Source: an optimization exercise on an open RTL-to-GDS flow (aim: small area and a short achievable clock period). Production flows keep margins and buffers that such runs may drop. The RTL was checked by simulation tests, not by an equivalence proof against the original design. No run shown here takes its clock network from TritonCTS; it comes from the design's own scripts or RTL. The clock input has no modelled driver; a real chip could not lean on it and would need a root buffer or a full tree. No activity file was given, so power comes from the tool's default toggle rates.

==> config.mk <==
export PLATFORM = sky130hd
export DESIGN_NAME = PelicanMAC
export DESIGN_NICKNAME = PelicanMAC
export VERILOG_FILES = /design/flow/design.v
export SDC_FILE = /design/flow/constraint.sdc
export NUM_CORES = 4
export LEC_CHECK = 0
export CAP_MARGIN = 20
export CORE_MARGIN = 2
export CORE_UTILIZATION = 40
export SETUP_SLACK_MARGIN = 1.8
export SLEW_MARGIN = 20
export SYNTH_HIERARCHICAL = 1
export SYNTH_MINIMUM_KEEP_SIZE = 0
==> constraint.sdc <==
create_clock -name core_clock -period 3.5 [get_ports {clk}]
set_input_delay 0.7000 -clock core_clock [delete_from_list [all_inputs] [get_ports {clk}]]
set_output_delay 0.7000 -clock core_clock [all_outputs]
set_load 0.01 [all_outputs]
==> design.v <==
module XORmessage(f,s,d,k,r,h,x,e,
                  y);
input  f,s,d,k,r,h,x,e;
output y;
assign y = ((f & r) | (s & h)) ^ ((d & x) | (k & e));
endmodule
module XORmessage0(f,s,d,r,h,x,
                   y);
input  f,s,d,r,h,x;
output y;
assign y = ((f & r) | (s & h)) ^ (d & x);
endmodule
module XORmessage1(f,s,d,r,h,x,e,
                   y);
input  f,s,d,r,h,x,e;
output y;
assign y = ((f & r) | (s & h)) ^ ((d & x) | e);
endmodule
module GS(a3,a2,a1,a0,
          b3,b2,b1,b0);
input  a3,a2,a1,a0;
output b3,b2,b1,b0;
wire t0,t1,t2,t3,s1,s2;
assign t1 = a1 ^ ~(a0 & a2) ^ 1'b1;
assign t0 = a0 ^ ~(t1 & a3) ^ 1'b1;
assign t2 = a2 ^ ~(t0 | t1) ^ 1'b1;
assign t3 = ~(a3 ^ t2);
assign s1 = ~(t1 ^ t3);
assign s2 = t2 ^ ~(t0 & s1) ^ 1'b1;
assign b3 = t0;
assign b1 = s1;
assign b2 = s2;
assign b0 = t3;
endmodule
module SubCells(a0,a1,a2,a3,
                b0,b1,b2,b3);
input [31:0] a0,a1,a2,a3;
output[31:0] b0,b1,b2,b3;
genvar i;
generate
for (i = 0; i < 32; i = i + 1) begin : sb
    GS u(a3[i],a2[i],a1[i],a0[i],b3[i],b2[i],b1[i],b0[i]);
end
endgenerate
endmodule
module PermBits(a0,a1,a2,a3,
                b0,b1,b2,b3);
input [31:0] a0,a1,a2,a3;
output[31:0] b0,b1,b2,b3;
assign b0[0] = a0[0];
assign b0[24] = a0[1];
assign b0[16] = a0[2];
assign b0[8] = a0[3];
assign b0[1] = a0[4];
assign b0[25] = a0[5];
assign b0[17] = a0[6];
assign b0[9] = a0[7];
assign b0[2] = a0[8];
assign b0[26] = a0[9];
assign b0[18] = a0[10];
assign b0[10] = a0[11];
assign b0[3] = a0[12];
assign b0[27] = a0[13];
assign b0[19] = a0[14];
assign b0[11] = a0[15];
assign b0[4] = a0[16];
assign b0[28] = a0[17];
assign b0[20] = a0[18];
assign b0[12] = a0[19];
assign b0[5] = a0[20];
assign b0[29] = a0[21];
assign b0[21] = a0[22];
assign b0[13] = a0[23];
assign b0[6] = a0[24];
assign b0[30] = a0[25];
assign b0[22] = a0[26];
assign b0[14] = a0[27];
assign b0[7] = a0[28];
assign b0[31] = a0[29];
assign b0[23] = a0[30];
assign b0[15] = a0[31];
assign b1[8] = a1[0];
assign b1[0] = a1[1];
assign b1[24] = a1[2];
assign b1[16] = a1[3];
assign b1[9] = a1[4];
assign b1[1] = a1[5];
assign b1[25] = a1[6];
assign b1[17] = a1[7];
assign b1[10] = a1[8];
assign b1[2] = a1[9];
assign b1[26] = a1[10];
assign b1[18] = a1[11];
assign b1[11] = a1[12];
assign b1[3] = a1[13];
assign b1[27] = a1[14];
assign b1[19] = a1[15];
assign b1[12] = a1[16];
assign b1[4] = a1[17];
assign b1[28] = a1[18];
assign b1[20] = a1[19];
assign b1[13] = a1[20];
assign b1[5] = a1[21];
assign b1[29] = a1[22];
assign b1[21] = a1[23];
assign b1[14] = a1[24];
assign b1[6] = a1[25];
assign b1[30] = a1[26];
assign b1[22] = a1[27];
assign b1[15] = a1[28];
assign b1[7] = a1[29];
assign b1[31] = a1[30];
assign b1[23] = a1[31];
assign b2[16] = a2[0];
assign b2[8] = a2[1];
assign b2[0] = a2[2];
assign b2[24] = a2[3];
assign b2[17] = a2[4];
assign b2[9] = a2[5];
assign b2[1] = a2[6];
assign b2[25] = a2[7];
assign b2[18] = a2[8];
assign b2[10] = a2[9];
assign b2[2] = a2[10];
assign b2[26] = a2[11];
assign b2[19] = a2[12];
assign b2[11] = a2[13];
assign b2[3] = a2[14];
assign b2[27] = a2[15];
assign b2[20] = a2[16];
assign b2[12] = a2[17];
assign b2[4] = a2[18];
assign b2[28] = a2[19];
assign b2[21] = a2[20];
assign b2[13] = a2[21];
assign b2[5] = a2[22];
assign b2[29] = a2[23];
assign b2[22] = a2[24];
assign b2[14] = a2[25];
assign b2[6] = a2[26];
assign b2[30] = a2[27];
assign b2[23] = a2[28];
assign b2[15] = a2[29];
assign b2[7] = a2[30];
assign b2[31] = a2[31];
assign b3[24] = a3[0];
assign b3[16] = a3[1];
assign b3[8] = a3[2];
assign b3[0] = a3[3];
assign b3[25] = a3[4];
assign b3[17] = a3[5];
assign b3[9] = a3[6];
assign b3[1] = a3[7];
assign b3[26] = a3[8];
assign b3[18] = a3[9];
assign b3[10] = a3[10];
assign b3[2] = a3[11];
assign b3[27] = a3[12];
assign b3[19] = a3[13];
assign b3[11] = a3[14];
assign b3[3] = a3[15];
assign b3[28] = a3[16];
assign b3[20] = a3[17];
assign b3[12] = a3[18];
assign b3[4] = a3[19];
assign b3[29] = a3[20];
assign b3[21] = a3[21];
assign b3[13] = a3[22];
assign b3[5] = a3[23];
assign b3[30] = a3[24];
assign b3[22] = a3[25];
assign b3[14] = a3[26];
assign b3[6] = a3[27];
assign b3[31] = a3[28];
assign b3[23] = a3[29];
assign b3[15] = a3[30];
assign b3[7] = a3[31];
endmodule
module AddRoundKey(d,u,l,nl,
                   y);
input  d,u,l,nl;
output y;
assign y = (d & l) | (u & nl);
endmodule
module RoundFunction(a,
                     b);
input [127:0] a;
output[127:0] b;
wire [31:0] a0,a1,a2,a3;
wire [31:0] s0,s1,s2,s3;
wire [31:0] p0,p1,p2,p3;
genvar i;
generate
for (i = 0; i < 32; i = i + 1) begin : sl
    assign a0[i] = a[4*i];
    assign a1[i] = a[4*i+1];
    assign a2[i] = a[4*i+2];
    assign a3[i] = a[4*i+3];
    assign b[4*i]   = p0[i];
    assign b[4*i+1] = p1[i];
    assign b[4*i+2] = p2[i];
    assign b[4*i+3] = p3[i];
end
endgenerate
SubCells sc0(a0,a1,a2,a3,
             s0,s1,s2,s3);
PermBits pm0(s0,s1,s2,s3,
             p0,p1,p2,p3);
endmodule
module KeyUpdate(a,
                 b);
input [127:0] a;
output[127:0] b;
wire [31:0] a0,a1,a2,a3;
wire [31:0] b0,b1,b2,b3;
assign a0 = a[31:0];
assign a1 = a[63:32];
assign a2 = a[95:64];
assign a3 = a[127:96];
assign b3[0] = a0[12];
assign b3[1] = a0[13];
assign b3[2] = a0[14];
assign b3[3] = a0[15];
assign b3[4] = a0[0];
assign b3[5] = a0[1];
assign b3[6] = a0[2];
assign b3[7] = a0[3];
assign b3[8] = a0[4];
assign b3[9] = a0[5];
assign b3[10] = a0[6];
assign b3[11] = a0[7];
assign b3[12] = a0[8];
assign b3[13] = a0[9];
assign b3[14] = a0[10];
assign b3[15] = a0[11];
assign b3[16] = a0[18];
assign b3[17] = a0[19];
assign b3[18] = a0[20];
assign b3[19] = a0[21];
assign b3[20] = a0[22];
assign b3[21] = a0[23];
assign b3[22] = a0[24];
assign b3[23] = a0[25];
assign b3[24] = a0[26];
assign b3[25] = a0[27];
assign b3[26] = a0[28];
assign b3[27] = a0[29];
assign b3[28] = a0[30];
assign b3[29] = a0[31];
assign b3[30] = a0[16];
assign b3[31] = a0[17];
assign b0 = a1;
assign b1 = a2;
assign b2 = a3;
assign b = {b3,b2,b1,b0};
endmodule
module PelicanMAC(clk,rst,
             load_iv,
             load_k,
             load_m,
             din,
             dout,
             done);
input             clk,rst;
input             load_iv;
output            load_k;
output            load_m;
input     [127:0] din;
output    [127:0] dout;
output            done;
reg st_i, st_k, st_e, st_p, st_x, st_d;    
reg st_r, st_h, st_nk;                     
reg kc;                                    
reg [1:0] blok;                            
reg second;                                
reg last;                                  
reg lm;                                    
reg [5:0] q;                               
wire last_n = (st_e & (q == 6'd45)) | (st_p & (q == 6'd33));
wire b3     = (blok == 2'd3);
wire n_i = rst;
wire n_k = ~rst & (st_i | (st_k & ~kc) | (st_x & b3));
wire n_e = ~rst & ((st_k & kc) | (st_e & ~last));
wire n_x = ~rst & ((st_e & last & ~second) | (st_p & last));
wire n_p = ~rst & ((st_x & ~b3) | (st_p & ~last));
wire n_d = ~rst & (st_d | (st_e & last & second));
always @(posedge clk) begin
    st_i   <= n_i;
    st_k   <= n_k;
    st_e   <= n_e;
    st_p   <= n_p;
    st_x   <= n_x;
    st_d   <= n_d;
    st_r   <= n_e | n_p;
    st_h   <= n_i | n_k | n_x | n_d;
    st_nk  <= ~n_k;
    kc     <= ~rst & st_k & ~kc;
    blok   <= rst ? 2'd0 : blok + {1'b0, st_x};
    second <= ~rst & (second | (st_x & b3));
    last   <= ~rst & last_n;
    lm     <= ~rst & ((st_e & (q == 6'd45) & ~second) | (st_p & (q == 6'd33)));
    q      <= (st_k | st_x) ? 6'd1 : {q[4:0], ~(q[5] ^ q[4])};
end
assign load_k = st_k;
assign load_m = lm;
assign done   = st_d;
reg  [127:0] s;
reg  [127:0] k;
wire [127:0] sp;
wire [127:0] kuo;
wire rl = st_r & ~load_iv;       
wire hl = st_h & ~load_iv;       
wire xl = st_x | load_iv;        
wire el = st_e & ~load_iv;       
wire pl = st_p & ~load_iv;       
RoundFunction rf0(s, sp);
KeyUpdate ku0(k, kuo);
reg [127:0] kt, ke;
integer m;
always @(*) begin
    kt = 128'd0;
    ke = 128'd0;
    for (m = 0; m < 32; m = m + 1) begin
        kt[4*m+1] = k[m];     ke[4*m+1] = el;
        kt[4*m+2] = k[64+m];  ke[4*m+2] = el;
    end
    for (m = 0; m < 6; m = m + 1) begin
        kt[4*m+3] = q[m];     ke[4*m+3] = rl;
    end
end
wire [127:0] sn, kn;
genvar j;
generate
for (j = 0; j < 128; j = j + 1) begin : sb
    if (j % 4 == 0) begin : c1
        XORmessage1 mx(sp[j], s[j], din[j], rl, hl, xl, pl, sn[j]);
    end else if (j == 127) begin : c2
        XORmessage1 mx(sp[j], s[j], din[j], rl, hl, xl, rl, sn[j]);
    end else if ((j % 4 == 3) && (j / 4 >= 6)) begin : nc
        XORmessage0 mx(sp[j], s[j], din[j], rl, hl, xl, sn[j]);
    end else begin : wc
        XORmessage  mx(sp[j], s[j], din[j], kt[j], rl, hl, xl, ke[j], sn[j]);
    end
    AddRoundKey km(din[j], kuo[j], st_k, st_nk, kn[j]);
end
endgenerate
always @(posedge clk) begin
    s <= sn;
    k <= kn;
end
assign dout = s;
endmodule
==> flow/run.sh <==
#!/bin/bash
# ORFS layout through the standard.sh, with
#  - the standard flow's synthesis script, but ABC mapping for area (flow/synth.tcl),
#  - plain buf_1 cells as port buffers (the resizer upsizes where needed),
#  - a hand-built two-level clock tree of inverters (two inversions keep
#    the clock's polarity; flow/cts_hook.tcl) in place of
#    TritonCTS, for a low clock insertion delay.
set -euo pipefail
here=$(cd "$(dirname "$0")" && pwd)
export BUFFER_PORTS_ARGS="-buffer_cell sky130_fd_sc_hd__buf_1"
export PRE_CTS_TCL="$here/cts_hook.tcl"
export MCTS_RLEV=2 MCTS_LLEV=2
export MCTS_ROOT=sky130_fd_sc_hd__inv_2 MCTS_LEAF=sky130_fd_sc_hd__inv_8
bash standard.sh SYNTH_SCRIPT="$here/synth.tcl" > standard.log 2>&1
==> flow/abc_area.script <==
strash
dch
map -a
==> flow/cts_hook.tcl <==
# PRE_CTS hook: build a shallow, balanced clock tree by hand (see mancts.tcl)
# in place of TritonCTS; the rest of ORFS's CTS step (legalisation, timing
# repair) runs as usual.
source [file join [file dirname [info script]] mancts.tcl]
man_cts $::env(MCTS_RLEV) $::env(MCTS_LLEV) $::env(MCTS_ROOT) $::env(MCTS_LEAF)
set_propagated_clock [all_clocks]
rename clock_tree_synthesis ""
proc clock_tree_synthesis {args} {
  puts "clock_tree_synthesis skipped: clock tree built by cts_hook.tcl"
}
# ORFS's CTS step next clones clock inverters next to each register load;
# the hand-built tree is already final.
rename repair_clock_inverters ""
proc repair_clock_inverters {args} {
  puts "repair_clock_inverters skipped: clock tree built by cts_hook.tcl"
}
==> flow/mancts.tcl <==
# Manual clock tree: the flip-flops are split by balanced recursive bisection
# of their placed positions into 2^(rlev+llev) groups; each group gets a leaf
# buffer at its centre, and each 2^llev neighbouring leaves a root buffer
# driven by the clock port (2^rlev roots). With llev 0 the roots drive the
# flip-flops directly. The cells may be buffers or, with two levels,
# inverters (output pin Y), whose two inversions keep the polarity.
proc man_cts {rlev llev rootcell leafcell} {
  set block [ord::get_db_block]
  set db [ord::get_db]
  set clknet [$block findNet clk]
  set sinks {}
  foreach it [$clknet getITerms] {
    lappend sinks $it
  }
  # positions
  set pts {}
  foreach it $sinks {
    set inst [$it getInst]
    set bb [$inst getBBox]
    lappend pts [list [expr {([$bb xMin]+[$bb xMax])/2}] [expr {([$bb yMin]+[$bb yMax])/2}]]
  }
  # balanced recursive bisection: split along the wider spread
  proc bisect {items levels} {
    if {$levels == 0} { return [list $items] }
    set xs {}; set ys {}
    foreach it $items { lappend xs [lindex $it 0]; lappend ys [lindex $it 1] }
    set xs [lsort -integer $xs]; set ys [lsort -integer $ys]
    set ax [expr {([lindex $xs end] - [lindex $xs 0]) >= ([lindex $ys end] - [lindex $ys 0]) ? 0 : 1}]
    set s [lsort -integer -index $ax $items]
    set h [expr {[llength $s] / 2}]
    return [concat [bisect [lrange $s 0 [expr {$h-1}]] [expr {$levels-1}]] [bisect [lrange $s $h end] [expr {$levels-1}]]]
  }
  proc centre {items} {
    set sx 0; set sy 0
    foreach it $items { incr sx [lindex $it 0]; incr sy [lindex $it 1] }
    set n [llength $items]
    return [list [expr {$sx / $n}] [expr {$sy / $n}]]
  }
  set items {}
  set i 0
  foreach p $pts { lappend items [list [lindex $p 0] [lindex $p 1] $i]; incr i }
  set groups [bisect $items [expr {$rlev + $llev}]]
  set lasg [lrepeat [llength $pts] 0]
  set lcs {}
  set g 0
  foreach grp $groups {
    lappend lcs [centre $grp]
    foreach it $grp { lset lasg [lindex $it 2] $g }
    incr g
  }
  set nleaf [expr {$llev > 0 ? [llength $groups] : 0}]
  set nroot [expr {1 << $rlev}]
  set per [expr {1 << $llev}]
  set rcs {}; set rasg {}
  for {set r 0} {$r < $nroot} {incr r} {
    set sub {}
    for {set l [expr {$r*$per}]} {$l < ($r+1)*$per} {incr l} { lappend sub [lindex $lcs $l]; lappend rasg $r }
    lappend rcs [centre $sub]
  }
  set rootm [$db findMaster $rootcell]
  set leafm [$db findMaster $leafcell]
  # root buffers
  set rnets {}
  for {set r 0} {$r < $nroot} {incr r} {
    set inst [odb::dbInst_create $block $rootm "mcts_root_$r"]
    $inst setLocation [lindex $rcs $r 0] [lindex $rcs $r 1]
    $inst setPlacementStatus PLACED
    set net [odb::dbNet_create $block "mcts_rnet_$r"]
    $net setSigType CLOCK
    [$inst findITerm A] connect $clknet
    [$inst findITerm [expr {[$inst findITerm X] ne "NULL" ? "X" : "Y"}]] connect $net
    lappend rnets $net
  }
  set dnets $rnets
  if {$nleaf > 0} {
    set dnets {}
    for {set l 0} {$l < $nleaf} {incr l} {
      set inst [odb::dbInst_create $block $leafm "mcts_leaf_$l"]
      $inst setLocation [lindex $lcs $l 0] [lindex $lcs $l 1]
      $inst setPlacementStatus PLACED
      set net [odb::dbNet_create $block "mcts_lnet_$l"]
      $net setSigType CLOCK
      [$inst findITerm A] connect [lindex $rnets [lindex $rasg $l]]
      [$inst findITerm [expr {[$inst findITerm X] ne "NULL" ? "X" : "Y"}]] connect $net
      lappend dnets $net
    }
  }
  set i 0
  foreach it $sinks {
    $it disconnect
    $it connect [lindex $dnets [lindex $lasg $i]]
    incr i
  }
}
==> flow/synth.tcl <==
# The standard synthesis script (synth_recipe.tcl), except that ABC maps
# the S-box module GS and the key-input module AddRoundKey first with ORFS's
# speed script, then everything else
# with flow/abc_area.script: area-oriented mapping without ABC's own buffering
# and sizing, which the placer's timing repair does instead. Registers,
# flattening and renaming are exactly as in synth_recipe.tcl.
set ::abc_area_script [file join [file dirname [info script]] abc_area.script]
proc synth {args} { yosys synth -nofsm -noshare {*}$args }
proc abc {args} {
  set i [lsearch -exact $args -script]
  if {$i >= 0} {
    yosys abc {*}$args GS
    yosys abc {*}$args AddRoundKey
    lset args [expr {$i + 1}] $::abc_area_script
  }
  yosys abc {*}$args
}
source $::env(SCRIPTS_DIR)/synth.tcl
# left out here: clear keep_hierarchy, flatten, clean up, hide names made inside functions, write 1_2_yosys.v
==> standard.sh <==
#!/bin/bash
# synth_recipe.tcl (not shown) runs the flow's synth.tcl, then flattens the netlist and writes it again
# the make line also repeats each setting of config.mk as NAME=value (left out here)
make -C /OpenROAD-flow-scripts/flow DESIGN_CONFIG=/design/flow/config.mk WORK_HOME=/design/flow/orfs CLKGATE_MAP_FILE= SYNTH_SCRIPT=/design/flow/synth_recipe.tcl "${@:-finish}"
==> results.yml, run 1 <==
synthesis:
  syn_avg_cell_area_um2: 9.43
  syn-num-nets: 1716
  synth_area_um2: 14900
  synth_compound_area_share_pct: 23.8
  synth_area_leaders: "dfxtp_1 (37%), buf_4 (14%), a22oi_1 (10%)"
  ys_seq_area_share_pct: 37.1
  synth.top_cell.area_share_pct: 37.1
  synth_fa_ha_area_share_pct: 0.168
  synth_simple_gate_area_share_pct: 6.66
  synth_top_family_by_area: "compound AO/OA/AOI/OAI gates"
  ys_seq_elements: 277
  syn_inst: 1583
  synthMuxAreaShare_pct: 4.29
  yosys_warnings: 7
  synth_cell_type_count: 23
  synth_xor_area_share_pct: 13.1
  yosysTopAreaCell: "dfxtp_1"
worst_setup_path:
  rrSetupSlack_ns: 1.93
  cp_top_family: "buffers and inverters"
  max_stage_delay_ns: 0.39
  reg2reg_from: "st_h"
  r2r_end: "s[11]"
  critPathRequiredTime_ns: 3.70
  crit_fanout: 32
  crit_buf_inv: 2
  path_class: "primary input to register"
  cp_cell_sequence: "buf_2, nor2_4, buf_6, a22oi_1, xor2_1"
  r2r_cells: 5
  crit_path_start_kind: "primary input"
  critPathCaptureType: "register"
  critPathArrivalTime_ns: 1.92
  slowest_stage: "buf_6"
final_layout:
  nets: 1740
  final_core_util_pct: 41.5
  area_delta_synth_final_pct: 2.07
  fillers: 3700
  final_cells: 2076
  regArea_um2: 5820
  drive_gt1_share_pct: 13.2
  multiInputGateArea_um2: 7210
  design_area_um2: 15200
floorplanning:
  start_util_pct: 40.7
  io_pins: 262
  die_h_um: 197
  core_area_um2: 36700
  fp.dieW_um: 197
  rows: 70
  dieArea_um2: 38900
global_routing:
  track_usage_pct: 24.7
  antenna_found_initial: 3
  grt_pass1_wl_um: 72500
  grt_pass1_vias: 10900
  grt_overflow: 0
  grt_max_degree: 78
timing:
  relSlewSlack_pct: 50.3
  hold_viol_final: 0
  finalSetupViolCount: 0
  slew_viol_final: 0
  setup_tns_ns: 0
  clock.fmax_ghz: 0.581
  fin_crit_sh_pct: 49.2
  rsz0062_at_grt: "true"
  fin_worst_skew_ns: 0.0256
  worstMarginPinSlew_ns: 0.745
  min_period_ns: 1.72
pwr:
  p_total_uw: 8260
  powerDensity_nw_per_um2: 542
  ir_worst_vdd_uv: 246
  power.static_leakage_uw: 0.00530
min_path:
  holdPathStages: 1
  hp-start: "k[61]"
  min_path_type: "register to register"
  whs_endpoint: "k[29]"
place:
  place_congestion: 0.818
  place_area_um2: 14500
  port-buffer-count: 261
  dp.cells: 2039
  dp_hpwl_um: 34600
detailed_routing:
  antenna_left: 0
  dr.pass1.iters: 5
  drc: 0
  num_vias: 11900
  viasPerCell: 5.72
  wl_per_cell_um: 24.6
  drt-total-wl_um: 51100
  dr.first_iter.drc_count: 954
clocking:
  postCtsHoldBufs: 0
  insertion_delay_ns: 0.33
  path_clk_slew_ns: 0.11
flow_run:
  drv_cap: 0
status:
  status: "no timing/DRC/antenna violations"
==> worst reg2reg max path, delay by kind of cell (launching register included) <==
family	cells	cell delay [ns]
simple gates	1	0.32
xor+xnor	1	0.17
compound gates	1	0.15
flops	1	0.33
buf+inv	2	0.49
==> modules after synthesis, one instance, submodules excluded, excerpt <==
module | cell area, um2 | cells | flip-flops and latches
PelicanMAC | 5820 | 335 | 277
XORmessage1 | 21.3 | 3 | 0
GS | 100 | 15 | 0
PermBits | 961 | 128 | 0
XORmessage0 | 20.0 | 3 | 0
XORmessage | 23.8 | 3 | 0
AddRoundKey | 8.76 | 1 | 0
KeyUpdate | 961 | 128 | 0
==> where the power goes <==
part	total, uW	internal [uW]	leakage (uW)	switching [uW]
Clock	1360	170	0.000114	1190
Sequential	4540	3700	0.00236	841
Combinational	2360	1100	0.00282	1260
Total	8260	4970	0.00530	3290
==> cell usage after synthesis <==
cell,instances
mux2i_1,64
o21ai_0,32
and3_2,1
nor2_1,54
nor3_1,3
a21boi_0,1
xor2_1,128
a21oi_1,101
clkinv_1,15
nand3b_1,32
a22o_1,128
nand2_1,90
xnor2_1,96
o21a_1,1
nand3_1,32
nand4_1,3
a22oi_1,200
a31oi_1,1
o211ai_1,32
dfxtp_1,277
ha_1,2
or2_2,2
buf_4,288
==> cell usage in the layout (no fill, tap or decap), types with 2 or more instances in the layout <==
cell type  Yosys  routed
mux2i_1       64      64
a21oi_1      101     101
clkinv_1      15      15
nor3_1         3       3
xnor2_1       96      96
clkbuf_16      0       2
buf_16         0       3
o211ai_1      32      32
xor2_1       128     128
buf_4        288      17
dfxtp_2        0      85
dfxtp_4        0      45
inv_8          0      16
buf_8          0       2
nor2_4         0       3
nand3_1       32      32
buf_2          0      15
diode_2        0       3
nand4_1        3       3
buf_12         0       3
inv_2          0       4
buf_1          0     235
nor2_1        54      50
o21ai_0       32      32
a22oi_1      200     200
nand3b_1      32      32
dfxtp_1      277     147
or2_2          2       2
nand2_1       90      90
a22o_1       128     128
ha_1           2       2
clkbuf_2       0      11
==> through the flow <==
stage | hold slack (ns) | worst slack [ns]
floorplan | 0.416 | 0.761
global placement | 0.422 | 1.21
detailed placement | 0.424 | 1.13
CTS | 0.444 | 1.80
global route | 0.458 | 1.77
finish | 0.443 | 1.78
==> worst max-delay path by stage <==
| stage | startpoint | end | cells after the start |
|---|---|---|---|
| 2_1_floorplan | load_iv | s[0] | 3 |
| 3_3_place_gp | load_iv | s[117] | 5 |
| 3_5_place_dp | load_iv | s[117] | 5 |
| 4_1_cts | s[105] | dout[105] | 1 |
| 5_1_grt | load_iv | s[11] | 5 |
| 6_report | load_iv | s[11] | 5 |
==> flip-flops by register name, summed over array words and instances (netlist names) <==
signal	flops
blok	2
k	128
kc	1
last	1
lm	1
q	6
s	128
second	1
st_d	1
st_e	1
st_h	1
st_i	1
st_k	1
st_nk	1
st_p	1
st_r	1
st_x	1
==> metal layers <==
metal / vias to the layer above / part of all wire (%) / GRT usage, %
li1: 5549 / - / -
met1: 5826 / 45 / 34.5
met2: 424 / 45 / 39.2
met3: 70 / 6.7 / 3.79
met4: 0 / 3.1 / 7.49
met5: - / 0 / 0
==> layout make-up <==
class,count,area share [%]
antenna,3,0.0492
multi-input combinational,1004,47.3
timing repair buffer,289,9.01
sequential,277,38.2
tap,468,3.84
inverter,35,1.65
==> cell families after synthesis <==
group,count (synthesis)
compound gates,496
simple gates,217
mux,64
xor+xnor,224
flops,277
fa+ha+maj,2
buf+inv,303
==> what timing repair did <==
action,in CTS,in global routing
resized for setup,154,51
cloned,2,2
setup endpoints to repair,300,91
setup buffers,8,2
pin swaps,1,2
==> run 2, diff against run 1 <==
--- a/flow/run.sh
+++ b/flow/run.sh
@@ -12,3 +12,3 @@
 export MCTS_RLEV=2 MCTS_LLEV=2
-export MCTS_ROOT=sky130_fd_sc_hd__inv_2 MCTS_LEAF=sky130_fd_sc_hd__inv_8
+export MCTS_ROOT=sky130_fd_sc_hd__inv_4 MCTS_LEAF=sky130_fd_sc_hd__inv_8
 bash standard.sh SYNTH_SCRIPT="$here/synth.tcl" > standard.log 2>&1
--- a/config.mk
+++ b/config.mk
@@ -10,3 +10,3 @@
 export CORE_UTILIZATION = 40
-export SETUP_SLACK_MARGIN = 1.8
+export SETUP_SLACK_MARGIN = 1.85
 export SLEW_MARGIN = 20
==> run 2 against run 1 <==
Compared with the run above: still clean on timing, DRC and antenna; synthesized cell count unchanged; cell area grew 11%; fmax down 2.3%; combinational power grew 9.7%; critical path depth up 3; worst hold slack worse by 0.011 ns; critical path type unchanged.
==> results.yml, run 2 <==
status:
  status: "no timing/DRC/antenna violations"
synthesis:
  async_flop_share_pct: 0
  ys_seq_elements: 277
  synth.top_cell.area_share_pct: 37.1
  ys_seq_area_share_pct: 37.1
  yosys_warnings: 7
  syn_avg_cell_area_um2: 9.43
  synthFlopType: "dfxtp_1"
  synth-edff-count: 0
  syn_inst: 1583
  synth_area_leaders: "dfxtp_1 (37%), buf_4 (14%), a22oi_1 (10%)"
  synth_common_cells: "buf_4 (288), dfxtp_1 (277), a22oi_1 (200)"
  synth_area_um2: 14900
  synth_cell_type_count: 23
  synth.most_common_cell: "buf_4"
  yosysTopAreaCell: "dfxtp_1"
  syn-num-nets: 1716
timing:
  worstMarginPinSlew_ns: 0.794
  min_period_ns: 1.76
  slew_viol_final: 0
  finalSetupViolCount: 0
  fin_worst_skew_ns: 0.0264
  rsz0062_at_grt: "true"
  relSlewSlack_pct: 47.1
  hold-worst-slack_ns: 0.433
  clock.fmax_ghz: 0.568
  hold_viol_final: 0
  fin_crit_sh_pct: 50.3
  setup_tns_ns: 0
pwr:
  power.static_leakage_uw: 0.00581
  powerDensity_nw_per_um2: 507
  power_frac_comb_pct: 30.3
  p_int_uw: 5080
  p_clk_share_pct: 16.3
  p_sw_share_pct: 40.6
  ir_worst_vdd_uv: 195
  power.switching_uw: 3480
  seq_power_share_pct: 53.4
global_routing:
  grt_max_degree: 70
  grt_overflow: 0
  grt_pass1_wl_um: 77700
  track_usage_pct: 26.7
  grt_pass1_vias: 11200
  antenna_found_initial: 3
final_layout:
  regArea_um2: 5710
  area_delta_synth_final_pct: 13.0
  fillers: 3529
  multiInputGateArea_um2: 7750
  drive_gt1_share_pct: 20.5
  layout_common_cells: "buf_1 (251), dfxtp_1 (160), xor2_1 (128), a22o_1 (128), dfxtp_2 (108)"
  mostFrequentLayoutCell: "buf_1"
  top_regs: "k: 128 flops, s: 128 flops, q: 6 flops"
  nets: 1788
floorplanning:
  die_h_um: 197
  start_util_pct: 40.7
  dieArea_um2: 38900
  core_area_um2: 36700
  rows: 70
  io_pins: 262
  fp.dieW_um: 197
worst_setup_path:
  critPathRequiredTime_ns: 3.59
  cp_common_cell: "buf_12"
  max_stage_delay_ns: 0.18
  crit_path_start_kind: "primary input"
  critPathArrivalTime_ns: 1.85
  slowest_stage: "xor2_1"
  crit_fanout: 7
  critPathCaptureType: "register"
  cp_cell_sequence: "buf_12, buf_4, nor2_4, buf_12, buf_12, clkbuf_16, a22oi_1, xor2_1"
  path_class: "primary input to register"
clocking:
  insertion_delay_ns: 0.23
  postCtsHoldBufs: 0
  path_clk_slew_ns: 0.10
place:
  place_congestion: 0.814
  port-buffer-count: 261
  dp_hpwl_um: 34300
detailed_routing:
  top_layer: "met5"
  dr.first_iter.drc_count: 1249
  drt-total-wl_um: 57400
  antenna_left: 0
  dr.pass1.iters: 5
  drc: 0
  wl_met3_um: 5120
  wl_per_cell_um: 27.1
  num_vias: 12600
  met2WireLength_um: 26500
  viasPerCell: 5.96
  m1WireLength_um: 24300
flow_run:
  drv_cap: 0
min_path:
  min_path_type: "register to register"
==> run 2: changes by cell type in the layout (fill, tap and decap cells not counted), sizes merged <==
cell,before,now
buf,276,314
clkbuf,13,23
diode,3,2
==> run 2: cell type report <==
cell class	count	area share, %
multi-input cells	1004	45.9
flip-flops and latches	277	33.9
well taps	468	3.47
diodes	2	0.0297
repair buffers	337	15.1
inverters	35	1.55
==> run 2: power by group through the flow <==
| stage | Sequential [uW] | Combinational [uW] | Clock, uW |
|---|---|---|---|
| 2_1_floorplan | 4280 | 2580 | 0 |
| 4_1_cts | 4510 | 2460 | 1410 |
| 6_report | 4570 | 2590 | 1390 |
| 3_3_place_gp | 4530 | 2220 | 0 |
| 3_5_place_dp | 4550 | 2240 | 0 |
| 5_1_grt | 4640 | 2770 | 1520 |
==> run 2: cell families (layout without fill, tap and decap cells) <==
family          after synthesis  after routing  share of synthesized area [%]
xor+xnor                    224            224                           13.1
compound gates              496            496                           23.8
buf+inv                     303            372                           14.9
flops                       277            277                           37.1
simple gates                217            218                           6.66
fa+ha+maj                     2              2                          0.168
mux                          64             64                           4.29
other cells                   0              2                              0
==> run 2: per-layer routing <==
layer	track usage, %	vias to the layer above
li1	-	5677
met1	37.2	6284
met2	43.9	596
met3	4.49	84
met4	4.43	2
met5	0	-
==> run 2: metrics by stage <==
step / cell area [um2] / instances / total power [uW] / worst slack (ns) / util, %
6_report: 16900 / 2123 / 8560 / 1.74 / 46.0
5_1_grt: 16900 / 2123 / 8940 / 1.74 / 46.0
4_1_cts: 16000 / 2096 / 8370 / 1.78 / 43.5
3_5_place_dp: 14500 / 2035 / 6790 / 1.13 / 39.6
3_3_place_gp: 14500 / 2035 / 6750 / 1.18 / 39.6
2_1_floorplan: 15000 / 1583 / 6870 / 0.761 / -
==> run 2: path summary, 6_finish.rpt <==
kind | end | from | depth (start not counted) | slack, ns
min | k[85] | k[117] | 1 | 0.43
max reg2reg | s[42] | st_x | 6 | 1.87
min reg2reg | k[85] | k[117] | 1 | 0.43
max | s[98] | load_iv | 8 | 1.74
==> run 2: Yosys stat by module (local to each module, per instance), excerpt <==
| module | cells inside | flops+latches |
|---|---|---|
| XORmessage0 | 3 | 0 |
| PermBits | 128 | 0 |
| GS | 15 | 0 |
| XORmessage1 | 3 | 0 |
| AddRoundKey | 1 | 0 |
| KeyUpdate | 128 | 0 |
| PelicanMAC | 335 | 277 |
| XORmessage | 3 | 0 |
==> run 2: critical path, delay by kind of cell <==
| family | cells | cell delay [ns] |
|---|---|---|
| buffers and inverters | 5 | 0.70 |
| XOR/XNOR | 1 | 0.18 |
| AND/OR/NAND/NOR | 1 | 0.15 |
| AO/OA/AOI/OAI | 1 | 0.11 |
==> run 2: repair_timing <==
item,4_1_cts,5_1_grt
gates cloned,16,21
pin swaps,15,15
endpoints found under the setup margin,239,181
setup buffers,25,4
hold endpoints to repair,0,0
resized for setup,159,127
==> run 3, diff against run 2 <==
--- a/config.mk
+++ b/config.mk
@@ -10,3 +10,3 @@
 export CORE_UTILIZATION = 40
-export SETUP_SLACK_MARGIN = 1.85
+export SETUP_SLACK_MARGIN = 1.78
 export SLEW_MARGIN = 20
==> run 3 against run 2 <==
Compared with the run above: still clean on timing, DRC and antenna; wire length fell by 10%; flip-flop and latch count did not move; critical path depth fell by 3; clock skew fell by 0.0079 ns; critical path type unchanged; critical endpoint is now s[66]; largest power group unchanged.
==> results.yml, run 3 <==
status:
  status: "no timing/DRC/antenna violations"
final_layout:
  area_delta_synth_final_pct: 1.79
  layout_common_cells: "buf_1 (258), dfxtp_1 (231), a22oi_1 (195)"
  nets: 1743
  top_regs: "k: 128 flops, s: 128 flops, q: 6 flops"
  drive_gt1_share_pct: 7.03
  design_area_um2: 15200
  mostFrequentLayoutCell: "buf_1"
timing:
  setup_tns_ns: 0
  rsz0062_at_grt: "true"
  slew_viol_final: 0
  relSlewSlack_pct: 50.0
  fin_worst_skew_ns: 0.0185
  worstMarginPinSlew_ns: 0.750
  hold_viol_final: 0
  fin_crit_sh_pct: 48.7
  clock.fmax_ghz: 0.586
  min_period_ns: 1.71
  finalSetupViolCount: 0
synthesis:
  synth.most_common_cell: "buf_4"
  synthFlopType: "dfxtp_1"
  yosys_warnings: 7
  synth_common_cells: "buf_4 (288), dfxtp_1 (277), a22oi_1 (200)"
  syn-num-nets: 1716
  ys_seq_area_share_pct: 37.1
  syn_avg_cell_area_um2: 9.43
  ys_seq_elements: 277
  syn_inst: 1583
  yosysTopAreaCell: "dfxtp_1"
  async_flop_share_pct: 0
  synth-edff-count: 0
  synth_area_um2: 14900
  synth_area_leaders: "dfxtp_1 (37%), buf_4 (14%), a22oi_1 (10%)"
  synth.top_cell.area_share_pct: 37.1
  synth_cell_type_count: 23
floorplanning:
  dieArea_um2: 38900
  start_util_pct: 40.7
  core_area_um2: 36700
  rows: 70
  fp.dieW_um: 197
  die_h_um: 197
  io_pins: 262
clocking:
  path_clk_slew_ns: 0.10
  insertion_delay_ns: 0.22
detailed_routing:
  wl_met3_um: 3610
  m1WireLength_um: 23200
  viasPerCell: 5.76
  top_layer: "met4"
  antenna_left: 0
  dr.pass1.iters: 7
  wl_per_cell_um: 24.9
  drt-total-wl_um: 51700
  num_vias: 12000
  drc: 0
  dr.first_iter.drc_count: 980
  met2WireLength_um: 23800
min_path:
  min_path_type: "register to register"
  whs_endpoint: "k[29]"
  hp-start: "k[61]"
  holdPathStages: 1
pwr:
  powerDensity_nw_per_um2: 543
  p_int_uw: 4930
  power.static_leakage_uw: 0.00526
  p_sw_share_pct: 40.2
  power.switching_uw: 3320
  p_total_uw: 8250
  ir_worst_vdd_uv: 248
  seq_power_share_pct: 54.6
  p_clk_share_pct: 16.8
  power_frac_comb_pct: 28.7
worst_setup_path:
  crit_fanout: 28
  cp_cell_sequence: "buf_4, or2_4, buf_12, a22oi_1, xor2_1"
  rrSetupSlack_ns: 1.90
  cp_top_family: "buffers and inverters"
  crit_path_start_kind: "primary input"
  reg2reg_from: "s[74]"
  crit_buf_inv: 2
  r2r_cells: 4
  path_class: "primary input to register"
  r2r_end: "s[113]"
  max_stage_delay_ns: 0.35
  critPathRequiredTime_ns: 3.64
  critPathArrivalTime_ns: 1.85
  slowest_stage: "or2_4"
  critPathCaptureType: "register"
place:
  place_area_um2: 14500
  place_congestion: 0.818
  dp_hpwl_um: 34600
  port-buffer-count: 261
global_routing:
  grt_pass1_wl_um: 73600
  track_usage_pct: 25.0
  grt_max_degree: 90
  grt_overflow: 0
  grt_pass1_vias: 11000
  antenna_found_initial: 0
flow_run:
  drv_cap: 0
## run 3: repair_timing
| item | in CTS | in global routing |
|---|---|---|
| gates resized for setup | 26 | 38 |
| setup buffers | 7 | 3 |
| pin swaps | 2 | 1 |
| hold buffers | 0 | 0 |
| hold endpoints to repair | 0 | 0 |
| gates cloned | 6 | 1 |
| setup endpoints to repair | 193 | 134 |
## run 3: worst max path at each step
stage | end | depth (start not counted) | slack (ns) | startpoint
final | s[66] | 5 | 1.79 | load_iv
after global routing | dout[69] | 1 | 1.72 | s[69]
after CTS | load_k | 1 | 1.78 | st_k
after detailed placement | s[117] | 5 | 1.13 | load_iv
after global placement | s[117] | 5 | 1.21 | load_iv
after floorplan | s[0] | 3 | 0.76 | load_iv
## run 3: stage by stage
step                setup slack, ns  instances  hold WS [ns]  utilization (%)
finish                         1.79       2077         0.438             41.4
global route                   1.72       2076         0.454             41.4
CTS                            1.78       2072         0.442             41.0
detailed placement             1.13       2039         0.424             39.6
global placement               1.21       2039         0.422             39.6
floorplan                     0.761       1583         0.416                -
## run 3: final cells by class
class | instances | area (um2)
Fill cell | 3682 | 21500
Multi-Input combinational cell | 1004 | 7230
Sequential cell | 277 | 5610
Inverter | 35 | 262
Timing Repair Buffer | 292 | 1520
Tap cell | 468 | 586
Antenna cell | 1 | 2.50
## run 3: Yosys stat by module, one instance, submodules excluded, excerpt
| module | cells | times used |
|---|---|---|
| PelicanMAC | 335 | 1 |
| KeyUpdate | 128 | 1 |
| PermBits | 128 | 1 |
| GS | 15 | 32 |
| XORmessage | 3 | 70 |
| XORmessage1 | 3 | 33 |
| XORmessage0 | 3 | 25 |
| AddRoundKey | 1 | 128 |
## run 3: logic make-up after synthesis
kind of cell               synth area share [%]
and+or+nand+nor                            6.66
muxes                                      4.29
AOI/OAI and AO/OA                          23.8
DFF                                        37.1
xor gates and xnor gates                   13.1
buffers and inverters                      14.9
adders and majority gates                 0.168
## run 3: metal layers
layer / vias to the layer above / global-route usage (%)
met3: 63 / 3.40
met5: - / 0
li1: 5557 / -
met1: 5855 / 35.2
met2: 489 / 40.9
met4: 0 / 5.10
## run 3: power by group through the flow
stage / logic, uW / clock network, uW / registers, uW
final: 2360 / 1380 / 4500
after global routing: 2560 / 1520 / 4580
after CTS: 2330 / 1410 / 4480
after detailed placement: 2240 / 0 / 4550
after global placement: 2220 / 0 / 4530
after floorplan: 2590 / 0 / 4280
==> run 4, diff against run 3 <==
--- a/config.mk
+++ b/config.mk
@@ -10,3 +10,3 @@
 export CORE_UTILIZATION = 40
-export SETUP_SLACK_MARGIN = 1.78
+export SETUP_SLACK_MARGIN = 1.8
 export SLEW_MARGIN = 20
==> run 4 against run 3 <==
Compared with the run above: wire length up 0.17%; sequential share of layout area down 0.075 points; fmax up 1.3%; clock skew rose by 0.0047 ns; critical path depth is 1 higher; global-route usage up 0.59 points; total power up 0.15%; via count is 0.18% lower; cell count barely moved; synthesized cell count did not move; die area unchanged; synthesized area is the same; critical path type unchanged.
==> results.yml, run 4 <==
status:
  status: "no timing/DRC/antenna violations"
floorplanning:
  dieArea_um2: 38900
  core_area_um2: 36700
  fp.dieW_um: 197
  die_h_um: 197
  rows: 70
  io_pins: 262
  start_util_pct: 40.7
global_routing:
  track_usage_pct: 25.6
  grt_pass1_vias: 11100
  antenna_found_initial: 0
  grt_pass1_wl_um: 74900
  grt_use_met3_pct: 3.41
  met1_usage_pct: 36.2
  grt_use_met2_pct: 41.6
  grt_overflow: 0
  grt_max_degree: 65
  grt_busiest_layer: "met2"
timing:
  min_period_ns: 1.68
  fin_worst_skew_ns: 0.0233
  worstMarginPinSlew_ns: 0.746
  slew_viol_final: 0
  finalSetupViolCount: 0
  clock.fmax_ghz: 0.594
  rsz0062_at_grt: "false"
  relSlewSlack_pct: 50.2
  fin_crit_sh_pct: 48.1
  hold-worst-slack_ns: 0.441
  setup_tns_ns: 0
  hold_viol_final: 0
clocking:
  insertion_delay_ns: 0.23
  path_clk_slew_ns: 0.10
place:
  dp_hpwl_um: 34600
  port-buffer-count: 261
  place_congestion: 0.818
  place_area_um2: 14500
  dp.cells: 2039
detailed_routing:
  drc: 0
  antenna_left: 0
  drt-total-wl_um: 51800
  dr.pass1.iters: 5
  viasPerCell: 5.74
  dr.first_iter.drc_count: 937
  num_vias: 11900
  wl_per_cell_um: 24.9
synthesis:
  ys_seq_area_share_pct: 37.1
  synth_compound_area_share_pct: 23.8
  synth_top_family_by_area: "compound AO/OA/AOI/OAI gates"
  synth_simple_gate_area_share_pct: 6.66
  synth_xor_area_share_pct: 13.1
  synth_area_um2: 14900
  async_flop_share_pct: 0
  syn_inst: 1583
  synth_cell_type_count: 23
  synth-edff-count: 0
  yosys_warnings: 7
  ys_seq_elements: 277
  synth_fa_ha_area_share_pct: 0.168
  synth.top_cell.area_share_pct: 37.1
  yosysTopAreaCell: "dfxtp_1"
  synthFlopType: "dfxtp_1"
  synth.most_common_cell: "buf_4"
  synthMuxAreaShare_pct: 4.29
  syn-num-nets: 1716
  syn_avg_cell_area_um2: 9.43
  synth_common_cells: "buf_4 (288), dfxtp_1 (277), a22oi_1 (200)"
  synth_area_leaders: "dfxtp_1 (37%), buf_4 (14%), a22oi_1 (10%)"
worst_setup_path:
  critPathRequiredTime_ns: 3.64
  crit_path_start_kind: "primary input"
  critPathCaptureType: "register"
  r2r_cells: 5
  r2r_end: "s[46]"
  rrSetupSlack_ns: 1.93
  crit_fanout: 7
  critPathArrivalTime_ns: 1.82
  path_class: "primary input to register"
  reg2reg_from: "st_e"
  crit_start: "load_iv"
flow_run:
  drv_cap: 0
min_path:
  holdPathStages: 1
  whs_endpoint: "k[15]"
  hp-start: "k[47]"
  min_path_type: "register to register"
final_layout:
  mostFrequentLayoutCell: "buf_1"
  drive_gt1_share_pct: 8.75
  area_delta_synth_final_pct: 2.55
  layout_common_cells: "buf_1 (258), dfxtp_1 (209), a22oi_1 (192)"
  top_regs: "k: 128 flops, s: 128 flops, q: 6 flops"
  diodes: 0
  design_area_um2: 15300
  fillers: 3670
  final_cells: 2079
  nets: 1746
  final_core_util_pct: 41.7
pwr:
  power.static_leakage_uw: 0.00530
  ir_worst_vdd_uv: 246
  powerDensity_nw_per_um2: 539
[run 4: cell counts after synthesis]
No cell type changed its count.
[run 4: cell families (layout without fill, tap and decap cells)]
family | count (synthesis) | count (layout)
adder cells (fa/ha/maj) | 2 | 2
XOR/XNOR | 224 | 224
AND/OR/NAND/NOR | 217 | 218
AO/OA/AOI/OAI | 496 | 496
flip-flops | 277 | 277
buffers and inverters | 303 | 330
multiplexers | 64 | 64
[run 4: per-module statistics from Yosys (local to each module, per instance), excerpt]
module / cells / copies in the design / flip-flops and latches / cell area, um2
XORmessage: 3 / 70 / 0 / 23.8
XORmessage1: 3 / 33 / 0 / 21.3
AddRoundKey: 1 / 128 / 0 / 8.76
GS: 15 / 32 / 0 / 100
PermBits: 128 / 1 / 0 / 961
PelicanMAC: 335 / 1 / 277 / 5820
XORmessage0: 3 / 25 / 0 / 20.0
KeyUpdate: 128 / 1 / 0 / 961
[run 4: worst max-delay path by stage]
stage               cells after the start        to  slack [ns]
detailed placement                      5    s[117]        1.13
global placement                        5    s[117]        1.21
global route                            1  dout[10]        1.80
floorplan                               3      s[0]        0.76
CTS                                     6     s[61]        1.80
finish                                  6     s[19]        1.82
[run 4: power breakdown]
part	switching, uW	internal (uW)
Combinational	1270	1110
Clock	1200	182
Sequential	846	3660
[run 4: area by class of cell]
cell class              instances  area, um2  area share (%)
well taps                     468        586            3.82
flip-flops and latches        277       5640            36.8
multi-input cells            1004       7250            47.3
inverters                      35        262            1.71
repair buffers                295       1590            10.4
[run 4: stage by stage]
stage | setup WS, ns | power, uW
after floorplan | 0.761 | 6870
after global placement | 1.21 | 6750
after detailed placement | 1.13 | 6790
after CTS | 1.80 | 8260
after global routing | 1.80 | 8690
final | 1.82 | 8260
[run 4: timing repair]
| action | CTS | global route |
|---|---|---|
| endpoints found under the setup margin | 205 | 62 |
| setup buffers | 13 | 0 |
| resized for setup | 48 | 51 |
| pin swaps | 3 | 2 |
| hold buffers | 0 | 0 |
| hold endpoints to repair | 0 | 0 |
| gates cloned | 7 | 0 |
[run 4: worst max-delay path: stages]
cell,delay (ns)
buf_12,0.12
or2_4,0.33
buf_6,0.17
buf_8,0.13
a22oi_2,0.19
xor2_1,0.18
[run 4: layer usage]
layer / part of all wire, % / vias to the layer above
li1: - / 5559
met5: 0 / -
met4: 2.4 / 0
met2: 46 / 441
met1: 45 / 5875
met3: 7.2 / 68
==> run 5, diff against run 4 <==
--- a/config.mk
+++ b/config.mk
@@ -14 +14,2 @@
 export SYNTH_MINIMUM_KEEP_SIZE = 0
+export TNS_END_PERCENT = 20
==> run 5 against run 4 <==
Compared with the run above: clock skew down 0.0087 ns; critical endpoint is now s[54]; still clean on timing, DRC and antenna; largest cell class unchanged; register-to-register slack worse by 0.07 ns; fmax down 4.2%; sequential share of layout area up 0.36 points; global-route usage down 0.80 points; flip-flop and latch count unchanged; worst hold slack better by 0.0054 ns; die area unchanged; synthesized cell count unchanged.
==> results.yml, run 5 <==
synthesis:
  syn_avg_cell_area_um2: 9.43
  synth_area_um2: 14900
  synth_common_cells: "buf_4 (288), dfxtp_1 (277), a22oi_1 (200)"
  ys_seq_elements: 277
  syn_inst: 1583
  syn-num-nets: 1716
  synth-edff-count: 0
  synth_area_leaders: "dfxtp_1 (37%), buf_4 (14%), a22oi_1 (10%)"
  yosys_warnings: 7
  async_flop_share_pct: 0
  synth.most_common_cell: "buf_4"
  ys_seq_area_share_pct: 37.1
  synth.top_cell.area_share_pct: 37.1
  synth_cell_type_count: 23
  yosysTopAreaCell: "dfxtp_1"
  synthFlopType: "dfxtp_1"
global_routing:
  track_usage_pct: 24.8
  grt_max_degree: 78
  grt_overflow: 0
  grt_pass1_vias: 11000
  antenna_found_initial: 1
  grt_pass1_wl_um: 73000
worst_setup_path:
  path_class: "primary input to register"
  critPathRequiredTime_ns: 3.60
  crit_path_start_kind: "primary input"
  critPathArrivalTime_ns: 1.86
  crit_fanout: 22
  critPathCaptureType: "register"
floorplanning:
  start_util_pct: 40.7
  die_h_um: 197
  io_pins: 262
  core_area_um2: 36700
  rows: 70
  dieArea_um2: 38900
  fp.dieW_um: 197
final_layout:
  mostFrequentLayoutCell: "buf_1"
  top_regs: "k: 128 flops, s: 128 flops, q: 6 flops"
  drive_gt1_share_pct: 4.57
  layout_common_cells: "buf_1 (260), dfxtp_1 (256), a22oi_1 (199)"
  area_delta_synth_final_pct: 0.444
  nets: 1734
clocking:
  insertion_delay_ns: 0.22
  path_clk_slew_ns: 0.09
detailed_routing:
  wl_per_cell_um: 24.3
  num_vias: 11800
  drt-total-wl_um: 50300
  viasPerCell: 5.71
  dr.first_iter.drc_count: 917
  drc: 0
  antenna_left: 0
  dr.pass1.iters: 5
timing:
  hold-worst-slack_ns: 0.447
  rsz0062_at_grt: "true"
  relSlewSlack_pct: 54.6
  hold_viol_final: 0
  finalSetupViolCount: 0
  clock.fmax_ghz: 0.569
  fin_crit_sh_pct: 50.2
  slew_viol_final: 0
  worstMarginPinSlew_ns: 0.681
  min_period_ns: 1.76
  fin_worst_skew_ns: 0.0146
  setup_tns_ns: 0
flow_run:
  drv_cap: 0
pwr:
  p_clk_share_pct: 16.9
  ir_worst_vdd_uv: 168
  power.switching_uw: 3300
  p_sw_share_pct: 40.3
  power_frac_comb_pct: 28.5
  powerDensity_nw_per_um2: 547
  p_int_uw: 4900
  power.static_leakage_uw: 0.00518
  seq_power_share_pct: 54.6
min_path:
  min_path_type: "register to register"
place:
  place_congestion: 0.846
  dp_hpwl_um: 34300
  port-buffer-count: 261
status:
  status: "no timing/DRC/antenna violations"
## run 5: cell counts after synthesis
Identical to the previous run, type by type.
## run 5: final timing paths
path	from	to	slack, ns	cells past startpoint
max	load_iv	s[54]	1.74	5
min reg2reg	k[125]	k[93]	0.45	1
max reg2reg	st_nk	k[84]	1.86	2
min	k[125]	k[93]	0.45	1
## run 5: cell type report
| type | count | area, um2 |
|---|---|---|
| inverter | 35 | 262 |
| fill | 3712 | 21700 |
| antenna | 1 | 2.50 |
| sequential | 277 | 5580 |
| timing repair buffer | 283 | 1370 |
| multi-input combinational | 1004 | 7210 |
| tap | 468 | 586 |
## run 5: worst max-delay path, cell delays in order
cell     delay [ns]
buf_4          0.17
or2_4          0.29
buf_4          0.33
a22oi_1        0.15
xor2_1         0.19
## run 5: what timing repair did
item	4_1_cts	5_1_grt
cloned	4	1
gates resized for setup	7	21
buffers inserted	6	2
setup endpoints to repair	158	170
pin swaps	2	1
hold buffers	0	0
## run 5: stage by stage
step	worst slack [ns]	cell area (um2)	cells	util [%]	power, uW
detailed placement	1.11	14500	2034	39.6	6790
CTS	1.70	14900	2064	40.7	8200
finish	1.74	15000	2068	40.9	8210
global route	1.73	15000	2067	40.9	8630
global placement	1.16	14500	2034	39.6	6750
floorplan	0.761	15000	1583	-	6880
## run 5: metal layers
metal | part of all wire [%] | global-route usage (%) | wire length [um]
met1 | 45 | 35.2 | 22600
met2 | 46 | 40.1 | 23000
met3 | 7.2 | 3.53 | 3610
met4 | 2.3 | 5.15 | 1140
met5 | 0.026 | 0 | 13
## run 5: logic make-up (layout without fill, tap and decap cells)
kind of cell,count (synthesis),after routing,share of synthesized area [%]
mux,64,64,4.29
fa+ha+maj,2,2,0.168
compound gates,496,496,23.8
xor+xnor,224,224,13.1
simple gates,217,218,6.66
other cells,0,1,0
buf+inv,303,318,14.9
flops,277,277,37.1
## run 5: power groups by stage
stage / Combinational [uW] / Sequential (uW) / Clock (uW)
after floorplan: 2590 / 4280 / 0
after global placement: 2230 / 4520 / 0
after detailed placement: 2250 / 4540 / 0
after CTS: 2320 / 4470 / 1410
after global routing: 2540 / 4570 / 1530
final: 2340 / 4480 / 1380
## run 5: per-module statistics from Yosys (local to each module, per instance), a selection
module | cell area, um2 | flip-flops and latches | times used
KeyUpdate | 961 | 0 | 1
PermBits | 961 | 0 | 1
XORmessage1 | 21.3 | 0 | 33
PelicanMAC | 5820 | 277 | 1
XORmessage | 23.8 | 0 | 70
AddRoundKey | 8.76 | 0 | 128
==> run 6, diff against run 5 <==
--- a/config.mk
+++ b/config.mk
@@ -9,3 +9,3 @@
 export CORE_MARGIN = 2
-export CORE_UTILIZATION = 40
+export CORE_UTILIZATION = 42
 export SETUP_SLACK_MARGIN = 1.8
@@ -14,2 +14 @@
 export SYNTH_MINIMUM_KEEP_SIZE = 0
-export TNS_END_PERCENT = 20
==> run 6 against run 5 <==
Compared with the run above: global-route usage grew 1.7 points; still clean; flip-flop and latch count is the same; clock power hardly changed; largest cell class unchanged; worst setup slack improved by 0.083 ns; critical path type unchanged; worst hold slack worse by 0.0052 ns.
==> results.yml, run 6 <==
synthesis:
  synth_common_cells: "buf_4 (288), dfxtp_1 (277), a22oi_1 (200)"
  synth_area_leaders: "dfxtp_1 (37%), buf_4 (14%), a22oi_1 (10%)"
  synthFlopType: "dfxtp_1"
  synth-edff-count: 0
  synth_cell_type_count: 23
  ys_seq_area_share_pct: 37.1
  yosysTopAreaCell: "dfxtp_1"
  async_flop_share_pct: 0
  yosys_warnings: 7
  syn_avg_cell_area_um2: 9.43
  synth.most_common_cell: "buf_4"
  synth.top_cell.area_share_pct: 37.1
  synth_area_um2: 14900
  ys_seq_elements: 277
  syn_inst: 1583
  syn-num-nets: 1716
timing:
  relSlewSlack_pct: 48.7
  worstMarginPinSlew_ns: 0.769
  finalSetupViolCount: 0
  fin_crit_sh_pct: 47.9
  rsz0062_at_grt: "false"
  min_period_ns: 1.67
  clock.fmax_ghz: 0.597
  slew_viol_final: 0
  hold_viol_final: 0
  setup_tns_ns: 0
  fin_worst_skew_ns: 0.0146
min_path:
  whs_endpoint: "k[13]"
  holdPathStages: 1
  min_path_type: "register to register"
  hp-start: "k[45]"
floorplanning:
  dieArea_um2: 37100
  core_area_um2: 35300
  io_pins: 262
  rows: 69
  start_util_pct: 42.3
  die_h_um: 193
  fp.dieW_um: 193
place:
  port-buffer-count: 261
  dp_hpwl_um: 33200
  place_congestion: 0.828
worst_setup_path:
  crit_path_start_kind: "primary input"
  critPathRequiredTime_ns: 3.64
  path_class: "primary input to register"
  slowest_stage: "or2_4"
  cp_cell_sequence: "buf_6, or2_4, clkbuf_16, a22oi_1, xor2_1"
  r2r_cells: 2
  critPathArrivalTime_ns: 1.82
  r2r_end: "k[9]"
  critPathCaptureType: "register"
  max_stage_delay_ns: 0.37
  reg2reg_from: "st_nk"
  rrSetupSlack_ns: 1.91
  crit_fanout: 8
  crit_start: "load_iv"
global_routing:
  grt_max_degree: 92
  grt_pass1_wl_um: 72800
  track_usage_pct: 26.5
  grt_pass1_vias: 10900
  antenna_found_initial: 0
  grt_overflow: 0
detailed_routing:
  dr.pass1.iters: 5
  antenna_left: 0
  drc: 0
  top_layer: "met4"
  wl_met3_um: 4540
  num_vias: 12200
  viasPerCell: 5.87
  dr.first_iter.drc_count: 1198
  drt-total-wl_um: 53700
  wl_per_cell_um: 25.9
  met2WireLength_um: 24400
  m1WireLength_um: 23000
final_layout:
  top_regs: "k: 128 flops, s: 128 flops, q: 6 flops"
  nets: 1748
  final_core_util_pct: 43.8
  drive_gt1_share_pct: 9.42
  area_delta_synth_final_pct: 3.65
  diodes: 0
  fillers: 3521
  mostFrequentLayoutCell: "buf_1"
  layout_common_cells: "buf_1 (258), dfxtp_1 (207), a22oi_1 (185)"
pwr:
  power.switching_uw: 3360
  power.static_leakage_uw: 0.00536
  p_clk_share_pct: 16.7
  power_frac_comb_pct: 28.9
  p_total_uw: 8320
  powerDensity_nw_per_um2: 537
  p_int_uw: 4960
  p_sw_share_pct: 40.3
  ir_worst_vdd_uv: 172
  seq_power_share_pct: 54.3
flow_run:
  drv_cap: 0
clocking:
  path_clk_slew_ns: 0.10
  insertion_delay_ns: 0.22
status:
  status: "no timing/DRC/antenna violations"
## run 6: cell counts after synthesis
Identical to the previous run, type by type.
## run 6: worst max-delay path: cells and delay by family
family	cells	cell delay, ns
AND/OR/NAND/NOR	1	0.37
XOR/XNOR	1	0.17
AO/OA/AOI/OAI	1	0.20
buffers and inverters	2	0.36
## run 6: final cells by class
cell class | count | area [um2] | area share, %
inverters | 35 | 262 | 1.69
multi-input cells | 1006 | 7300 | 47.1
flip-flops and latches | 277 | 5640 | 36.4
well taps | 461 | 577 | 3.73
repair buffers | 295 | 1710 | 11.0
## run 6: how the worst max path moves through the flow
| stage | to | slack [ns] | cells past startpoint |
|---|---|---|---|
| 2_1_floorplan | s[0] | 0.76 | 3 |
| 3_3_place_gp | s[7] | 1.11 | 5 |
| 3_5_place_dp | s[23] | 1.10 | 5 |
| 4_1_cts | s[69] | 1.77 | 5 |
| 5_1_grt | dout[4] | 1.80 | 1 |
| 6_report | s[19] | 1.83 | 5 |
## run 6: cells by family after synthesis
logic type	synth area share, %
flip-flops	37.1
XOR/XNOR	13.1
buffers and inverters	14.9
AND/OR/NAND/NOR	6.66
AO/OA/AOI/OAI	23.8
adder cells (fa/ha/maj)	0.168
multiplexers	4.29
## run 6: timing repair
action / in CTS / in global routing
hold buffers: 0 / 0
pin swaps: 3 / 0
setup endpoints to repair: 157 / 132
buffers inserted: 9 / 0
cloned: 9 / 11
gates resized for setup: 44 / 58
## run 6: through the flow
stage / setup slack [ns] / instance area (um2) / instances / hold WS, ns
after floorplan: 0.761 / 15000 / 1583 / 0.416
after global placement: 1.11 / 14500 / 2025 / 0.423
after detailed placement: 1.10 / 14500 / 2025 / 0.423
after CTS: 1.77 / 15100 / 2063 / 0.445
after global routing: 1.80 / 15500 / 2074 / 0.461
final: 1.83 / 15500 / 2074 / 0.441
## run 6: per-layer routing
metal,GRT usage (%),vias up
li1,-,5568
met1,36.7,5920
met2,42.5,586
met3,4.26,99
met4,8.04,0
met5,0,-
## run 6: power by group through the flow
stage	Sequential, uW	Combinational [uW]	Clock, uW
final	4520	2410	1390
after global routing	4590	2610	1510
after CTS	4470	2340	1410
after detailed placement	4530	2240	0
after global placement	4510	2220	0
after floorplan	4280	2590	0
## run 6: per-module statistics from Yosys, one instance, submodules excluded, a selection
| module | cells | copies in the design | flip-flops and latches | cell area (um2) |
|---|---|---|---|---|
| PelicanMAC | 335 | 1 | 277 | 5820 |
| XORmessage | 3 | 70 | 0 | 23.8 |
| KeyUpdate | 128 | 1 | 0 | 961 |
| XORmessage0 | 3 | 25 | 0 | 20.0 |
| XORmessage1 | 3 | 33 | 0 | 21.3 |
| GS | 15 | 32 | 0 | 100 |
| PermBits | 128 | 1 | 0 | 961 |
| AddRoundKey | 1 | 128 | 0 | 8.76 |
==> run 7, diff against run 6 <==
--- a/config.mk
+++ b/config.mk
@@ -9,3 +9,4 @@
 export CORE_MARGIN = 2
-export CORE_UTILIZATION = 42
+export CORE_UTILIZATION = 40
+export GPL_ROUTABILITY_DRIVEN = 0
 export SETUP_SLACK_MARGIN = 1.8
==> run 7 against run 6 <==
Compared with the run above: wire length shrank 3.6%; cell count rose by 0.24%; total power fell by 0.57%; synthesized area is the same; still clean on timing, DRC and antenna; via count down 2.1%; utilization fell by 2.2 points; clock power barely moved; sequential power about the same; first-iteration DRC count down 23%; clock skew grew 0.0039 ns; critical path depth stayed put; largest cell class unchanged.
==> results.yml, run 7 <==
clocking:
  insertion_delay_ns: 0.22
  postCtsHoldBufs: 0
  path_clk_slew_ns: 0.09
final_layout:
  fillers: 3671
  top_regs: "k: 128 flops, s: 128 flops, q: 6 flops"
  final_cells: 2079
  layout_common_cells: "buf_1 (258), dfxtp_1 (211), a22oi_1 (181)"
  multiInputGateArea_um2: 7300
  area_delta_synth_final_pct: 2.44
  design_area_um2: 15300
  drive_gt1_share_pct: 9.14
  regArea_um2: 5640
  mostFrequentLayoutCell: "buf_1"
  nets: 1743
global_routing:
  grt_pass1_wl_um: 73600
  grt_use_met2_pct: 40.4
  grt_pass1_vias: 11000
  grt_busiest_layer: "met2"
  met1_usage_pct: 34.9
  track_usage_pct: 25.2
  antenna_found_initial: 1
  grt_max_degree: 78
  grt_use_met3_pct: 4.15
  grt_overflow: 0
detailed_routing:
  viasPerCell: 5.73
  dr.pass1.iters: 5
  dr.first_iter.drc_count: 919
  antenna_left: 0
  wl_per_cell_um: 24.9
  num_vias: 11900
  drt-total-wl_um: 51700
  drc: 0
flow_run:
  drv_cap: 0
timing:
  relSlewSlack_pct: 49.1
  slew_viol_final: 0
  hold_viol_final: 0
  min_period_ns: 1.71
  rsz0062_at_grt: "true"
  fin_crit_sh_pct: 48.7
  fin_ws_ns: 1.79
  fin_worst_skew_ns: 0.0184
  finalSetupViolCount: 0
  worstMarginPinSlew_ns: 0.764
  clock.fmax_ghz: 0.586
  setup_tns_ns: 0
floorplanning:
  fp.dieW_um: 197
  rows: 70
  core_area_um2: 36700
  start_util_pct: 40.7
  dieArea_um2: 38900
  die_h_um: 197
  io_pins: 262
pwr:
  p_int_uw: 4950
  powerDensity_nw_per_um2: 541
  p_clk_share_pct: 16.6
  power.static_leakage_uw: 0.00527
  ir_worst_vdd_uv: 246
  p_total_uw: 8270
  power.switching_uw: 3320
  power_frac_comb_pct: 28.8
  p_sw_share_pct: 40.2
  seq_power_share_pct: 54.6
synthesis:
  ys_seq_area_share_pct: 37.1
  yosysTopAreaCell: "dfxtp_1"
  synth_cell_type_count: 23
  synthFlopType: "dfxtp_1"
  syn-num-nets: 1716
  yosys_warnings: 7
  synth_area_leaders: "dfxtp_1 (37%), buf_4 (14%), a22oi_1 (10%)"
  synth_common_cells: "buf_4 (288), dfxtp_1 (277), a22oi_1 (200)"
  syn_inst: 1583
  async_flop_share_pct: 0
  synth.top_cell.area_share_pct: 37.1
  syn_avg_cell_area_um2: 9.43
  synth.most_common_cell: "buf_4"
  synth_area_um2: 14900
  synth-edff-count: 0
  ys_seq_elements: 277
worst_setup_path:
  crit_fanout: 77
  critPathCaptureType: "register"
  path_class: "primary input to register"
  critPathArrivalTime_ns: 1.80
  crit_path_start_kind: "primary input"
  critPathRequiredTime_ns: 3.60
status:
  status: "no timing/DRC/antenna violations"
place:
  pre_cts_ws_ns: 1.13
  dp_hpwl_um: 34600
  dp.cells: 2039
  place_area_um2: 14500
  port-buffer-count: 261
min_path:
  min_path_type: "register to register"
run 7: cell counts after synthesis:
Identical to the previous run, type by type.
run 7: final cells by class:
type                       instances  share of cell area [%]
timing repair buffer             292                    9.86
inverter                          35                    1.71
multi-input combinational       1004                    47.7
antenna                            3                  0.0491
sequential                       277                    36.8
tap                              468                    3.83
run 7: worst paths after layout:
| kind | to | depth (start not counted) | startpoint | slack (ns) |
|---|---|---|---|---|
| worst max-delay path | s[104] | 5 | load_iv | 1.79 |
| worst min-delay path | k[29] | 1 | k[61] | 0.44 |
| worst max register to register | s[113] | 4 | s[74] | 1.91 |
| worst min register to register | k[29] | 1 | k[61] | 0.44 |
run 7: Yosys stat by module, one instance, submodules excluded, a selection:
module       cells inside  copies in the design
PelicanMAC            335                     1
KeyUpdate             128                     1
PermBits              128                     1
GS                     15                    32
XORmessage              3                    70
XORmessage1             3                    33
XORmessage0             3                    25
AddRoundKey             1                   128
run 7: metal layers:
metal	vias to the layer above	part of all wire, %
met5	-	0
met4	0	3.1
met3	77	7.4
met2	432	45
met1	5854	44
li1	5556	-
run 7: worst max-delay path: stages:
cell,delay [ns]
buf_4,0.16
nor2_4,0.16
clkbuf_16,0.36
a22oi_1,0.17
xor2_1,0.17
run 7: stage by stage:
step	hold WS (ns)	utilization (%)
floorplan	0.416	-
global placement	0.422	39.6
detailed placement	0.424	39.6
CTS	0.442	41.0
global route	0.454	41.7
finish	0.441	41.7
run 7: logic make-up after synthesis:
| kind of cell | after synthesis | share of synthesized area (%) |
|---|---|---|
| compound gates | 496 | 23.8 |
| buf+inv | 303 | 14.9 |
| flops | 277 | 37.1 |
| xor+xnor | 224 | 13.1 |
| simple gates | 217 | 6.66 |
| mux | 64 | 4.29 |
| fa+ha+maj | 2 | 0.168 |
run 7: power by group through the flow:
stage / sequential [uW] / clock (uW) / combinational (uW)
final: 4510 / 1370 / 2380
after global routing: 4590 / 1520 / 2590
after CTS: 4470 / 1410 / 2360
after detailed placement: 4550 / 0 / 2240
after global placement: 4530 / 0 / 2220
after floorplan: 4280 / 0 / 2590
run 7: what timing repair did:
item                                    4_1_cts  5_1_grt
pin swaps                                     1        1
endpoints found under the setup margin      209      141
buffers inserted                              9        0
cloned                                        5        3
gates resized for setup                      38       65

## port drivers added, routing unchanged
The results above use ideal ports. As a check the final layouts listed here were re-extracted and re-timed, cells and wires unchanged. Step 1: set_driving_cell puts a clkbuf_16 on clk and a buf_2 on each other input, an assumption about the parent block. Step 2 also shifts input and output timing later by t, the mid clock arrival at the registers, as if the neighbouring blocks saw the same clock. Slacks: no drivers / after step 1 / after step 2; pairs: no drivers / after step 1.
run	t, ns	setup slack, ns	worst setup path at the end
run 1	0.412	1.779 / 1.742 / 1.438	input to register
run 2	0.337	1.739 / 1.690 / 1.471	input to register
run 3	0.328	1.795 / 1.686 / 1.552	input to register
run 4	0.331	1.816 / 1.712 / 1.548	input to register
run 5	0.330	1.742 / 1.642 / 1.504	input to register
run 6	0.332	1.825 / 1.713 / 1.574	input to register
run 7	0.330	1.795 / 1.697 / 1.552	input to register
After both steps setup and hold are still met in every run listed. The setup slack of run 1, which loses most, moves by -0.037 ns with the drivers and by -0.341 ns with both steps.
